What follows belongs to an exercise in optimizing a design on an open flow for small area; a production flow would make more cautious choices. RTL that was checked went through simulation tests only; none was proved equivalent to the original.

==> try-willow <==
==> flow/design.v <==
module AddRawFN(
  input         clock,
  input         reset,
  input         io_a_isNaN,
  input         io_a_isInf,
  input         io_a_isZero,
  input  [8:0]  io_a_exp,
  input  [22:0] io_a_sig,
  input         io_b_isNaN,
  input         io_b_isInf,
  input         io_b_isZero,
  input  [8:0]  io_b_exp,
  input  [22:0] io_b_sig,
  output        io_invalidExc,
  output        io_rawOut_isNaN,
  output        io_rawOut_isInf,
  output        io_rawOut_isZero,
  output [8:0]  io_rawOut_exp,
  output [22:0] io_rawOut_sig
);
  wire [3:0] flags;
  m_flags uf(io_a_isNaN, io_a_isInf, io_a_isZero, io_a_exp, io_a_sig,
             io_b_isNaN, io_b_isInf, io_b_isZero, io_b_exp, io_b_sig, flags);
  wire swap, swapn, swl, far, m24;
  wire [4:0] m, mn;
  wire [8:0] E;
  m_exp ue(io_a_exp, io_b_exp, swap, swapn, swl, m, mn, far, m24, E);
  wire [24:0] Xn;
  assign Xn[24] = swap;
  c_nor2 ux23(swap, io_b_sig[22], Xn[23]);
  c_o22ai ux1(swapn, io_a_sig[1], swap, io_b_sig[0], Xn[1]);
  c_nand2 ux0(swap, io_a_sig[0], Xn[0]);
  genvar i;
  generate for (i = 2; i <= 22; i = i + 1) begin : gx
    c_o22ai u(swapn, io_a_sig[i], swap, io_b_sig[i-1], Xn[i]);
  end endgenerate
  wire [24:0] y1;
  generate for (i = 0; i <= 8; i = i + 1) begin : gy1
    c_o22ai u(mn[4], Xn[i+16], m[4], Xn[i], y1[i]);
  end endgenerate
  generate for (i = 9; i <= 24; i = i + 1) begin : fy1
    c_nor2 u(m[4], Xn[i], y1[i]);
  end endgenerate
  wire [24:0] y2n;
  generate for (i = 0; i <= 16; i = i + 1) begin : gy2n
    c_o22ai u(mn[3], y1[i+8], m[3], y1[i], y2n[i]);
  end endgenerate
  generate for (i = 17; i <= 24; i = i + 1) begin : fy2n
    c_nand2 u(mn[3], y1[i], y2n[i]);
  end endgenerate
  wire [24:0] y3;
  generate for (i = 0; i <= 20; i = i + 1) begin : gy3
    c_o22ai u(mn[2], y2n[i+4], m[2], y2n[i], y3[i]);
  end endgenerate
  generate for (i = 21; i <= 24; i = i + 1) begin : fy3
    c_nor2 u(m[2], y2n[i], y3[i]);
  end endgenerate
  wire [24:0] y4n;
  generate for (i = 0; i <= 22; i = i + 1) begin : gy4n
    c_o22ai u(mn[1], y3[i+2], m[1], y3[i], y4n[i]);
  end endgenerate
  generate for (i = 23; i <= 24; i = i + 1) begin : fy4n
    c_nand2 u(mn[1], y3[i], y4n[i]);
  end endgenerate
  wire Tpre;
  m_sticky ust(m[4:1], m24, swl, Xn[15:0], y1[7:0], y2n[3:0], y3[1:0], Tpre);
  wire [22:0] Ln;
  wire swln = ~swl;
  generate for (i = 0; i <= 22; i = i + 1) begin : gl
    c_o22ai u(swln, io_b_sig[i], swl, io_a_sig[i], Ln[i]);
  end endgenerate
  reg [22:0] q_ln;
  reg [24:0] q_yn;
  reg        q_m0, q_far, q_t;
  reg [8:0]  q_e;
  reg [3:0]  q_f;
  always @(posedge clock) begin
    q_ln <= Ln;
    q_yn <= y4n;
    q_m0 <= m[0];
    q_far <= far;
    q_t <= Tpre;
    q_e <= E;
    q_f <= flags;
  end
  wire qpA = ~q_m0 | q_far;
  wire qpB = q_m0 | q_far;
  wire [24:0] y5;
  generate for (i = 0; i <= 23; i = i + 1) begin : gy5
    c_o22ai u(qpA, q_yn[i+1], qpB, q_yn[i], y5[i]);
  end endgenerate
  c_nor2 uy5(qpB, q_yn[24], y5[24]);
  wire [23:0] q_b = y5[24:1];
  wire q_g = y5[0];
  wire q_st = (q_t | (q_m0 & ~q_yn[0])) & ~q_far;
  wire [23:0] q_s;
  wire [11:0] q_c;
  m_badd ub({1'b0, q_ln}, q_b, q_s, q_c);
  wire [22:0] F;
  wire [8:0] Eo;
  m_s2 u2(q_s, q_c, q_g, q_st, q_e, F, Eo);
  reg [35:0] p2, p3, p4, p5, p6;
  always @(posedge clock) begin
    p2 <= {q_f, Eo, F};
    p3 <= p2;
    p4 <= p3;
    p5 <= p4;
    p6 <= p5;
  end
  assign {io_invalidExc, io_rawOut_isNaN, io_rawOut_isInf, io_rawOut_isZero, io_rawOut_exp, io_rawOut_sig} = p6;
endmodule
module c_o22ai(input a1, a2, b1, b2, output y);
  assign y = ~((a1 | a2) & (b1 | b2));
endmodule
module c_nand2(input a, b, output y);
  assign y = ~(a & b);
endmodule
module c_nor2(input a, b, output y);
  assign y = ~(a | b);
endmodule
module m_flags(input an, ai, az, input [8:0] ae, input [22:0] as, input bn, bi, bz, input [8:0] be, input [22:0] bs,
               output [3:0] flags);
  wire sNaN_a = an & ~ai & ~az & (&ae[7:0]) & ~as[22] & (|as[21:0]);
  wire sNaN_b = bn & ~bi & ~bz & (&be[7:0]) & ~bs[22] & (|bs[21:0]);
  assign flags = {sNaN_a | sNaN_b | (ai & bz) | (az & bi), an | bn, ai | bi, az | bz};
endmodule
module m_exp(input [8:0] ae, be, output swap, swapn, swl, output [4:0] m, mn, output far, m24, output [8:0] E);
  wire [9:0] d = {1'b0, ae} - {1'b0, be};
  wire lt;
  m_cmp uc(ae, be, lt);
  assign swap = lt;
  assign swapn = ~lt;
  assign swl = d[9];
  wire [8:0] nd = ~d[8:0];
  assign far = d[9] ? (nd >= 9'd24) : (d[8:0] >= 9'd25);
  assign m24 = d[9] ? (nd == 9'd23) : (d[8:0] == 9'd24);
  wire [4:0] dl = d[4:0];
  genvar k;
  generate for (k = 0; k < 5; k = k + 1) begin : mx
    m_xx ux(dl[k], lt, m[k], mn[k]);
  end endgenerate
  assign E = d[9] ? be : ae;
endmodule
module m_xx(input d, s, output m, mn);
  assign m = d ^ s;
  assign mn = ~(d ^ s);
endmodule
module m_cmp(input [8:0] a, b, output lt);
  wire [8:0] l0 = ~a & b;
  wire [8:0] e0 = ~(a ^ b);
  wire [3:0] l1, e1;
  genvar k;
  generate for (k = 0; k < 4; k = k + 1) begin : t1
    assign l1[k] = l0[2*k+1] | (e0[2*k+1] & l0[2*k]);
    assign e1[k] = e0[2*k+1] & e0[2*k];
  end endgenerate
  wire [1:0] l2, e2;
  generate for (k = 0; k < 2; k = k + 1) begin : t2
    assign l2[k] = l1[2*k+1] | (e1[2*k+1] & l1[2*k]);
    assign e2[k] = e1[2*k+1] & e1[2*k];
  end endgenerate
  wire l3 = l2[1] | (e2[1] & l2[0]);
  wire e3 = e2[1] & e2[0];
  assign lt = l0[8] | (e0[8] & l3);
endmodule
module m_sticky(input [4:1] m, input m24, swap, input [15:0] xn, input [7:0] y1, input [3:0] y2n,
                input [1:0] y3, output t);
  wire x16 = ~(&xn[15:2]) | (~xn[1] & ~(m24 & ~swap)) | (~xn[0] & ~m24);
  wire [3:0] w;
  c_nor2 u0(y1[0], y1[1], w[0]);
  c_nor2 u1(y1[2], y1[3], w[1]);
  c_nor2 u2(y1[4], y1[5], w[2]);
  c_nor2 u3(y1[6], y1[7], w[3]);
  wire o8, o4, o2n, ta, tb;
  c_nand4 u4(w[0], w[1], w[2], w[3], o8);
  c_nand4 u5(y2n[0], y2n[1], y2n[2], y2n[3], o4);
  c_nor2 u6(y3[0], y3[1], o2n);
  c_a22oi u7(m[4], x16, m[3], o8, ta);
  m_st2 u8(m[2], o4, m[1], o2n, tb);
  c_nand2 u9(ta, tb, t);
endmodule
module m_st2(input m2, o4, m1, o2n, output y);
  assign y = ~((m2 & o4) | (m1 & ~o2n));
endmodule
module c_nand4(input a, b, c, d, output y);
  assign y = ~(a & b & c & d);
endmodule
module c_a22oi(input a1, a2, b1, b2, output y);
  assign y = ~((a1 & a2) | (b1 & b2));
endmodule
module m_badd(input [23:0] An, B, output [23:0] s, output [11:0] c);
  genvar i;
  generate for (i = 0; i < 12; i = i + 1) begin : blk
    m_b2 u(An[2*i+1:2*i], B[2*i+1:2*i], s[2*i+1:2*i], c[i]);
  end endgenerate
endmodule
module m_b2(input [1:0] an, b, output [1:0] s, output c);
  wire [1:0] a = ~an;
  wire g0 = a[0] & b[0];
  assign s[0] = a[0] ^ b[0];
  m_fa f(a[1], b[1], g0, s[1], c);
endmodule
module m_fa(input a, b, ci, output s, co);
  assign s = a ^ b ^ ci;
  assign co = (a & b) | (ci & (a | b));
endmodule
module m_s2(input [23:0] q_s, input [11:0] q_c, input q_g, q_st, input [8:0] q_e, output [22:0] F, output [8:0] Eo);
  wire [23:0] Vn;
  wire V24;
  m_s2v uv(q_s, q_c, q_g, q_st, Vn, V24);
  wire V24n = ~V24;
  genvar j;
  generate for (j = 0; j < 23; j = j + 1) begin : fm
    c_o22ai u(V24n, Vn[j+1], V24, Vn[j], F[j]);
  end endgenerate
  assign Eo = q_e + {8'h0, V24};
endmodule
module m_s2v(input [23:0] q_s, input [11:0] q_c, input q_g, q_st, output [23:0] Vn, output V24);
  wire [11:0] bp, gp, pp;
  genvar k;
  generate for (k = 0; k < 12; k = k + 1) begin : b
    assign bp[k] = q_s[2*k] & q_s[2*k+1];
  end endgenerate
  assign gp[1] = 1'b0; assign pp[1] = 1'b1;
  generate for (k = 1; k < 11; k = k + 1) begin : pf
    assign gp[k+1] = q_c[k] | (bp[k] & gp[k]);
    assign pp[k+1] = bp[k] & pp[k];
  end endgenerate
  wire gpt = q_c[11] | (bp[11] & gp[11]);
  wire ppt = bp[11] & pp[11];
  wire up0 = q_g & (q_st | q_s[0]);
  wire up1 = q_s[0] & (q_g | q_st | q_s[1]);
  wire ovf = gpt | (ppt & q_c[0]);
  wire rnz = ovf ? up1 : up0;
  wire [1:0] r0 = ovf ? {up1, 1'b0} : {1'b0, up0};
  wire co0 = q_c[0] | (bp[0] & rnz);
  wire [1:0] v0 = q_s[1:0] + r0;
  assign Vn[1:0] = ~v0;
  generate for (k = 1; k < 12; k = k + 1) begin : inc
    wire ci = gp[k] | (pp[k] & co0);
    assign Vn[2*k] = ~(q_s[2*k] ^ ci);
    assign Vn[2*k+1] = ~(q_s[2*k+1] ^ (ci & q_s[2*k]));
  end endgenerate
  assign V24 = gpt | (ppt & co0);
endmodule
==> flow/flow/run.sh <==
#!/bin/bash
# Standard ORFS layout, but with plain buf_1 cells as the port buffers instead of the
# delay cells buffer_ports would otherwise pick. Full make output goes to standard.log.
set -euo pipefail
bash standard.sh "BUFFER_PORTS_ARGS=-buffer_cell sky130_fd_sc_hd__buf_1" finish > standard.log 2>&1
==> flow/standard.sh <==
#!/bin/bash
# synth_recipe.tcl (not shown) runs the flow's synth.tcl, then flattens the netlist and writes it again
# the make line also repeats each setting of config.mk as NAME=value (left out here)
make -C /OpenROAD-flow-scripts/flow DESIGN_CONFIG=/design/flow/config.mk WORK_HOME=/design/flow/orfs CLKGATE_MAP_FILE= SYNTH_SCRIPT=/design/flow/synth_recipe.tcl "${@:-finish}"
==> flow/config.mk <==
export PLATFORM = sky130hd
export DESIGN_NAME = AddRawFN
export DESIGN_NICKNAME = AddRawFN
export VERILOG_FILES = /design/flow/design.v
export SDC_FILE = /design/flow/constraint.sdc
export NUM_CORES = 4
export LEC_CHECK = 0
export ABC_AREA = 0
export CAP_MARGIN = 20
export CORE_MARGIN = 2
export CORE_UTILIZATION = 55
export CTS_BUF_LIST = sky130_fd_sc_hd__clkbuf_4 sky130_fd_sc_hd__clkbuf_8
export CTS_CLUSTER_DIAMETER = 50
export CTS_CLUSTER_SIZE = 16
export GPL_TIMING_DRIVEN = 0
export SLEW_MARGIN = 20
export SYNTH_HIERARCHICAL = 1
export SYNTH_MINIMUM_KEEP_SIZE = 0
==> flow/constraint.sdc <==
create_clock -name core_clock -period 4.0 [get_ports {clock}]
set_input_delay 0.8000 -clock core_clock [delete_from_list [all_inputs] [get_ports {clock}]]
set_output_delay 0.8000 -clock core_clock [all_outputs]
set_load 0.01 [all_outputs]
==> try-zinc (differences from try-willow) <==
==> flow/design.v, changed modules only <==
module AddRawFN(
  input         clock,
  input         reset,
  input         io_a_isNaN,
  input         io_a_isInf,
  input         io_a_isZero,
  input  [8:0]  io_a_exp,
  input  [22:0] io_a_sig,
  input         io_b_isNaN,
  input         io_b_isInf,
  input         io_b_isZero,
  input  [8:0]  io_b_exp,
  input  [22:0] io_b_sig,
  output        io_invalidExc,
  output        io_rawOut_isNaN,
  output        io_rawOut_isInf,
  output        io_rawOut_isZero,
  output [8:0]  io_rawOut_exp,
  output [22:0] io_rawOut_sig
);
  wire [3:0] flags;
  m_flags uf(io_a_isNaN, io_a_isInf, io_a_isZero, io_a_exp, io_a_sig,
             io_b_isNaN, io_b_isInf, io_b_isZero, io_b_exp, io_b_sig, flags);
  wire swap, swapn, far, pA, pB, m24;
  wire [4:0] m, mn;
  wire [8:0] E;
  m_exp ue(io_a_exp, io_b_exp, swap, swapn, m, mn, far, pA, pB, m24, E);
  wire [24:0] Xn;
  assign Xn[24] = swap;
  c_nor2 ux23(swap, io_b_sig[22], Xn[23]);
  c_o22ai ux1(swapn, io_a_sig[1], swap, io_b_sig[0], Xn[1]);
  c_nand2 ux0(swap, io_a_sig[0], Xn[0]);
  genvar i;
  generate for (i = 2; i <= 22; i = i + 1) begin : gx
    c_o22ai u(swapn, io_a_sig[i], swap, io_b_sig[i-1], Xn[i]);
  end endgenerate
  wire [24:0] y1;
  generate for (i = 0; i <= 8; i = i + 1) begin : gy1
    c_o22ai u(mn[4], Xn[i+16], m[4], Xn[i], y1[i]);
  end endgenerate
  generate for (i = 9; i <= 24; i = i + 1) begin : fy1
    c_nor2 u(m[4], Xn[i], y1[i]);
  end endgenerate
  wire [24:0] y2n;
  generate for (i = 0; i <= 16; i = i + 1) begin : gy2n
    c_o22ai u(mn[3], y1[i+8], m[3], y1[i], y2n[i]);
  end endgenerate
  generate for (i = 17; i <= 24; i = i + 1) begin : fy2n
    c_nand2 u(mn[3], y1[i], y2n[i]);
  end endgenerate
  wire [24:0] y3;
  generate for (i = 0; i <= 20; i = i + 1) begin : gy3
    c_o22ai u(mn[2], y2n[i+4], m[2], y2n[i], y3[i]);
  end endgenerate
  generate for (i = 21; i <= 24; i = i + 1) begin : fy3
    c_nor2 u(m[2], y2n[i], y3[i]);
  end endgenerate
  wire [24:0] y4n;
  generate for (i = 0; i <= 22; i = i + 1) begin : gy4n
    c_o22ai u(mn[1], y3[i+2], m[1], y3[i], y4n[i]);
  end endgenerate
  generate for (i = 23; i <= 24; i = i + 1) begin : fy4n
    c_nand2 u(mn[1], y3[i], y4n[i]);
  end endgenerate
  wire [24:0] y5;
  generate for (i = 0; i <= 23; i = i + 1) begin : gy5
    c_o22ai u(pA, y4n[i+1], pB, y4n[i], y5[i]);
  end endgenerate
  c_nor2 uy5(pB, y4n[24], y5[24]);
  wire Tst;
  m_sticky ust(m, far, m24, swap, Xn[15:0], y1[7:0], y2n[3:0], y3[1:0], y4n[0], Tst);
  wire [23:0] B = y5[24:1];
  wire Tg = y5[0];
  wire [22:0] L;
  m_lmux ulm(swap, io_a_sig, io_b_sig, L);
  reg [22:0] q_l;
  reg [23:0] q_b;
  reg        q_g, q_st;
  reg [8:0]  q_e;
  reg [3:0]  q_f;
  always @(posedge clock) begin
    q_l <= L;
    q_b <= B;
    q_g <= Tg;
    q_st <= Tst;
    q_e <= E;
    q_f <= flags;
  end
  wire [23:0] q_s;
  wire [11:0] q_c;
  m_badd ub({1'b1, q_l}, q_b, q_s, q_c);
  wire [22:0] F;
  wire [8:0] Eo;
  m_s2 u2(q_s, q_c, q_g, q_st, q_e, F, Eo);
  reg [35:0] p2, p3, p4, p5, p6;
  always @(posedge clock) begin
    p2 <= {q_f, Eo, F};
    p3 <= p2;
    p4 <= p3;
    p5 <= p4;
    p6 <= p5;
  end
  assign {io_invalidExc, io_rawOut_isNaN, io_rawOut_isInf, io_rawOut_isZero, io_rawOut_exp, io_rawOut_sig} = p6;
endmodule
module m_exp(input [8:0] ae, be, output swap, swapn, output [4:0] m, mn, output far, pA, pB, m24, output [8:0] E);
  wire [9:0] d = {1'b0, ae} - {1'b0, be};
  wire lt;
  m_cmp uc(ae, be, lt);
  assign swap = lt;
  assign swapn = ~lt;
  wire [8:0] nd = ~d[8:0];
  assign far = lt ? (nd >= 9'd24) : (d[8:0] >= 9'd25);
  assign m24 = lt ? (nd == 9'd23) : (d[8:0] == 9'd24);
  wire [4:0] dl = d[4:0];
  genvar k;
  generate for (k = 0; k < 5; k = k + 1) begin : mx
    m_xx ux(dl[k], lt, m[k], mn[k]);
  end endgenerate
  assign pA = mn[0] | far;
  assign pB = m[0] | far;
  assign E = lt ? be : ae;
endmodule
module m_sticky(input [4:0] m, input far, m24, swap, input [15:0] xn, input [7:0] y1, input [3:0] y2n,
                input [1:0] y3, input y4n0, output st);
  wire x16 = ~(&xn[15:2]) | (~xn[1] & ~(m24 & ~swap)) | (~xn[0] & ~m24);
  wire early = (m[4] & x16) | (m[3] & (|y1)) | (m[2] & ~(&y2n));
  wire t = early | (m[1] & (|y3)) | (m[0] & ~y4n0);
  assign st = t & ~far;
endmodule
module m_lmux(input swap, input [22:0] as, bs, output [22:0] L);
  assign L = swap ? bs : as;
endmodule
module m_badd(input [23:0] A, B, output [23:0] s, output [11:0] c);
  genvar i;
  generate for (i = 0; i < 12; i = i + 1) begin : blk
    m_b2 u(A[2*i+1:2*i], B[2*i+1:2*i], s[2*i+1:2*i], c[i]);
  end endgenerate
endmodule
module m_b2(input [1:0] a, b, output [1:0] s, output c);
  wire g0 = a[0] & b[0];
  assign s[0] = a[0] ^ b[0];
  m_fa f(a[1], b[1], g0, s[1], c);
endmodule
// module m_st2 removed
// module c_nand4 removed
// module c_a22oi removed
Settings changed: CORE_UTILIZATION 55 to 40, CTS_BUF_LIST sky130_fd_sc_hd__clkbuf_4 sky130_fd_sc_hd__clkbuf_8 to not set, CTS_CLUSTER_DIAMETER 50 to 100, CTS_CLUSTER_SIZE 16 to 30.
==> try-tundra (differences from try-willow) <==
==> flow/design.v, changed modules only <==
module AddRawFN(
  input         clock,
  input         reset,
  input         io_a_isNaN,
  input         io_a_isInf,
  input         io_a_isZero,
  input  [8:0]  io_a_exp,
  input  [22:0] io_a_sig,
  input         io_b_isNaN,
  input         io_b_isInf,
  input         io_b_isZero,
  input  [8:0]  io_b_exp,
  input  [22:0] io_b_sig,
  output        io_invalidExc,
  output        io_rawOut_isNaN,
  output        io_rawOut_isInf,
  output        io_rawOut_isZero,
  output [8:0]  io_rawOut_exp,
  output [22:0] io_rawOut_sig
);
  wire [3:0] flags;
  m_flags uf(io_a_isNaN, io_a_isInf, io_a_isZero, io_a_exp, io_a_sig,
             io_b_isNaN, io_b_isInf, io_b_isZero, io_b_exp, io_b_sig, flags);
  wire swap, swapn, swl, far, m24;
  wire [4:0] m, mn;
  m_exp ue(io_a_exp, io_b_exp, swap, swapn, swl, m, mn, far, m24);
  wire [8:0] En;
  genvar i;
  generate for (i = 0; i <= 8; i = i + 1) begin : ge
    c_o22ai u(~swl, io_b_exp[i], swl, io_a_exp[i], En[i]);
  end endgenerate
  wire [24:0] Xn;
  assign Xn[24] = swap;
  c_nor2 ux23(swap, io_b_sig[22], Xn[23]);
  c_o22ai ux1(swapn, io_a_sig[1], swap, io_b_sig[0], Xn[1]);
  c_nand2 ux0(swap, io_a_sig[0], Xn[0]);
  generate for (i = 2; i <= 22; i = i + 1) begin : gx
    c_o22ai u(swapn, io_a_sig[i], swap, io_b_sig[i-1], Xn[i]);
  end endgenerate
  wire [24:0] y1;
  generate for (i = 0; i <= 8; i = i + 1) begin : gy1
    c_o22ai u(mn[4], Xn[i+16], m[4], Xn[i], y1[i]);
  end endgenerate
  generate for (i = 9; i <= 24; i = i + 1) begin : fy1
    c_nor2 u(m[4], Xn[i], y1[i]);
  end endgenerate
  wire [24:0] y2n;
  generate for (i = 0; i <= 16; i = i + 1) begin : gy2n
    c_o22ai u(mn[3], y1[i+8], m[3], y1[i], y2n[i]);
  end endgenerate
  generate for (i = 17; i <= 24; i = i + 1) begin : fy2n
    c_nand2 u(mn[3], y1[i], y2n[i]);
  end endgenerate
  wire [24:0] y3;
  generate for (i = 0; i <= 20; i = i + 1) begin : gy3
    c_o22ai u(mn[2], y2n[i+4], m[2], y2n[i], y3[i]);
  end endgenerate
  generate for (i = 21; i <= 24; i = i + 1) begin : fy3
    c_nor2 u(m[2], y2n[i], y3[i]);
  end endgenerate
  wire [24:0] y4n;
  generate for (i = 0; i <= 22; i = i + 1) begin : gy4n
    c_o22ai u(mn[1], y3[i+2], m[1], y3[i], y4n[i]);
  end endgenerate
  generate for (i = 23; i <= 24; i = i + 1) begin : fy4n
    c_nand2 u(mn[1], y3[i], y4n[i]);
  end endgenerate
  wire Tpre;
  m_sticky ust(m[4:1], m24, swl, Xn[15:0], y1[7:0], y2n[3:0], y3[1:0], Tpre);
  wire [22:0] Ln;
  wire swln = ~swl;
  generate for (i = 0; i <= 22; i = i + 1) begin : gl
    c_o22ai u(swln, io_b_sig[i], swl, io_a_sig[i], Ln[i]);
  end endgenerate
  reg [22:0] q_ln;
  reg [24:0] q_yn;
  reg        q_m0, q_far, q_t;
  reg [8:0]  q_en;
  reg [3:0]  q_f;
  always @(posedge clock) begin
    q_ln <= Ln;
    q_yn <= y4n;
    q_m0 <= m[0];
    q_far <= far;
    q_t <= Tpre;
    q_en <= En;
    q_f <= flags;
  end
  wire qpA = ~q_m0 | q_far;
  wire qpB = q_m0 | q_far;
  wire [24:0] y5;
  generate for (i = 0; i <= 23; i = i + 1) begin : gy5
    c_o22ai u(qpA, q_yn[i+1], qpB, q_yn[i], y5[i]);
  end endgenerate
  c_nor2 uy5(qpB, q_yn[24], y5[24]);
  wire [23:0] q_b = y5[24:1];
  wire q_g = y5[0];
  wire q_st = (q_t | (q_m0 & ~q_yn[0])) & ~q_far;
  wire [23:0] q_s;
  wire [11:0] q_c;
  m_badd ub({1'b0, q_ln}, q_b, q_s, q_c);
  wire [22:0] F;
  wire [8:0] Eo;
  m_s2 u2(q_s, q_c, q_g, q_st, q_en, F, Eo);
  reg [35:0] p2, p3, p4, p5, p6;
  always @(posedge clock) begin
    p2 <= {q_f, Eo, F};
    p3 <= p2;
    p4 <= p3;
    p5 <= p4;
    p6 <= p5;
  end
  assign {io_invalidExc, io_rawOut_isNaN, io_rawOut_isInf, io_rawOut_isZero, io_rawOut_exp, io_rawOut_sig} = p6;
endmodule
module m_exp(input [8:0] ae, be, output swap, swapn, swl, output [4:0] m, mn, output far, m24);
  wire [9:0] d = {1'b0, ae} - {1'b0, be};
  wire lt;
  m_cmp uc(ae, be, lt);
  assign swap = lt;
  assign swapn = ~lt;
  assign swl = d[9];
  wire [8:0] m9 = d[8:0] ^ {9{d[9]}};
  wire hi = |m9[8:5];
  assign far = hi | (m9[4] & m9[3] & (d[9] | (|m9[2:0])));
  assign m24 = ~hi & (d[9] ? (m9[4:0] == 5'b10111) : (m9[4:0] == 5'b11000));
  wire [4:0] dl = d[4:0];
  genvar k;
  generate for (k = 0; k < 5; k = k + 1) begin : mx
    m_xx ux(dl[k], lt, m[k], mn[k]);
  end endgenerate
endmodule
module m_eones(input [8:0] en, output [8:0] P);
  assign P[0] = 1'b1;
  genvar j;
  generate for (j = 1; j < 9; j = j + 1) begin : p
    assign P[j] = P[j-1] & ~en[j-1];
  end endgenerate
endmodule
module m_s2(input [23:0] q_s, input [11:0] q_c, input q_g, q_st, input [8:0] q_en, output [22:0] F, output [8:0] Eo);
  wire [23:0] Vn;
  wire V24;
  m_s2v uv(q_s, q_c, q_g, q_st, Vn, V24);
  wire V24n = ~V24;
  genvar j;
  generate for (j = 0; j < 23; j = j + 1) begin : fm
    c_o22ai u(V24n, Vn[j+1], V24, Vn[j], F[j]);
  end endgenerate
  wire [8:0] P;
  m_eones ueo(q_en, P);
  generate for (j = 0; j < 9; j = j + 1) begin : ei
    assign Eo[j] = ~(q_en[j] ^ (V24 & P[j]));
  end endgenerate
endmodule
Settings changed: CTS_BUF_LIST sky130_fd_sc_hd__clkbuf_4 sky130_fd_sc_hd__clkbuf_8 to sky130_fd_sc_hd__clkbuf_8, CTS_CLUSTER_DIAMETER 50 to 60, CTS_CLUSTER_SIZE 16 to 20, GPL_TIMING_DRIVEN 0 to 1.
==> flow_metrics.env <==
export IMPL_setup_viol=1
export IMPL_status="complete, but fails checks"
export IMPL_fmax_mhz=249
export IMPL_fin_ws_ns=-0.00929
export IMPL_firstDrtPassIters=6
export IMPL_failed_checks="setup timing"
(the above is from try-zinc)
==> flow_metrics.env <==
export IMPL_clock_skew_ns=0.0145
export IMPL_fin_ws_ns=0.163
export IMPL_status="timing/DRC/antenna clean"
export IMPL_relSlewSlack_pct=42.9
export IMPL_fmax_mhz=261
export IMPL_routedLengthMet1_um=8850
(the above is from try-willow)
==> flow_metrics.env <==
export IMPL_status="timing/DRC/antenna clean"
export IMPL_maxSlewViolCount=0
export IMPL_dp_hpwl_um=14800
export IMPL_fin_ws_ns=0.281
export IMPL_firstDrtPassIters=5
export IMPL_fmax_mhz=269
(the above is from try-tundra)
No functional check of the RTL was part of try-zinc.

[static timing again, ports no longer ideal]
In the flow no input, the clock included, has a driving cell. The finished layouts below were timed again as built, in two steps. Step 1 (the two cells are an assumption about what drives the block):
set clk [get_ports {clock}]
set_driving_cell -lib_cell sky130_fd_sc_hd__clkbuf_16 $clk
set_driving_cell -lib_cell sky130_fd_sc_hd__buf_2 [delete_from_list [all_inputs] $clk]
Step 2 times the ports against the registers' clock, not the clock port: input delays grow and output delays shrink by t, the midpoint of the rising clock arrivals with the driver on. Three values: ideal ports, drivers, drivers and shift; two values: the first two.
| run | t, ns | slack for setup (ns) | worst setup path at the end |
|---|---|---|---|
| try-willow | 0.539 | 0.163 / 0.186 / -0.353 | input to register |
| try-zinc | 0.511 | -0.009 / 0.015 / -0.496 | input to register |
| try-tundra | 0.528 | 0.281 / 0.281 / -0.019 | input to register |
With both steps, setup timing fails in try-willow and try-tundra, where it was met with ideal ports. The setup slack of try-willow, which loses most, moves by +0.023 ns with the drivers and by -0.516 ns with both steps.
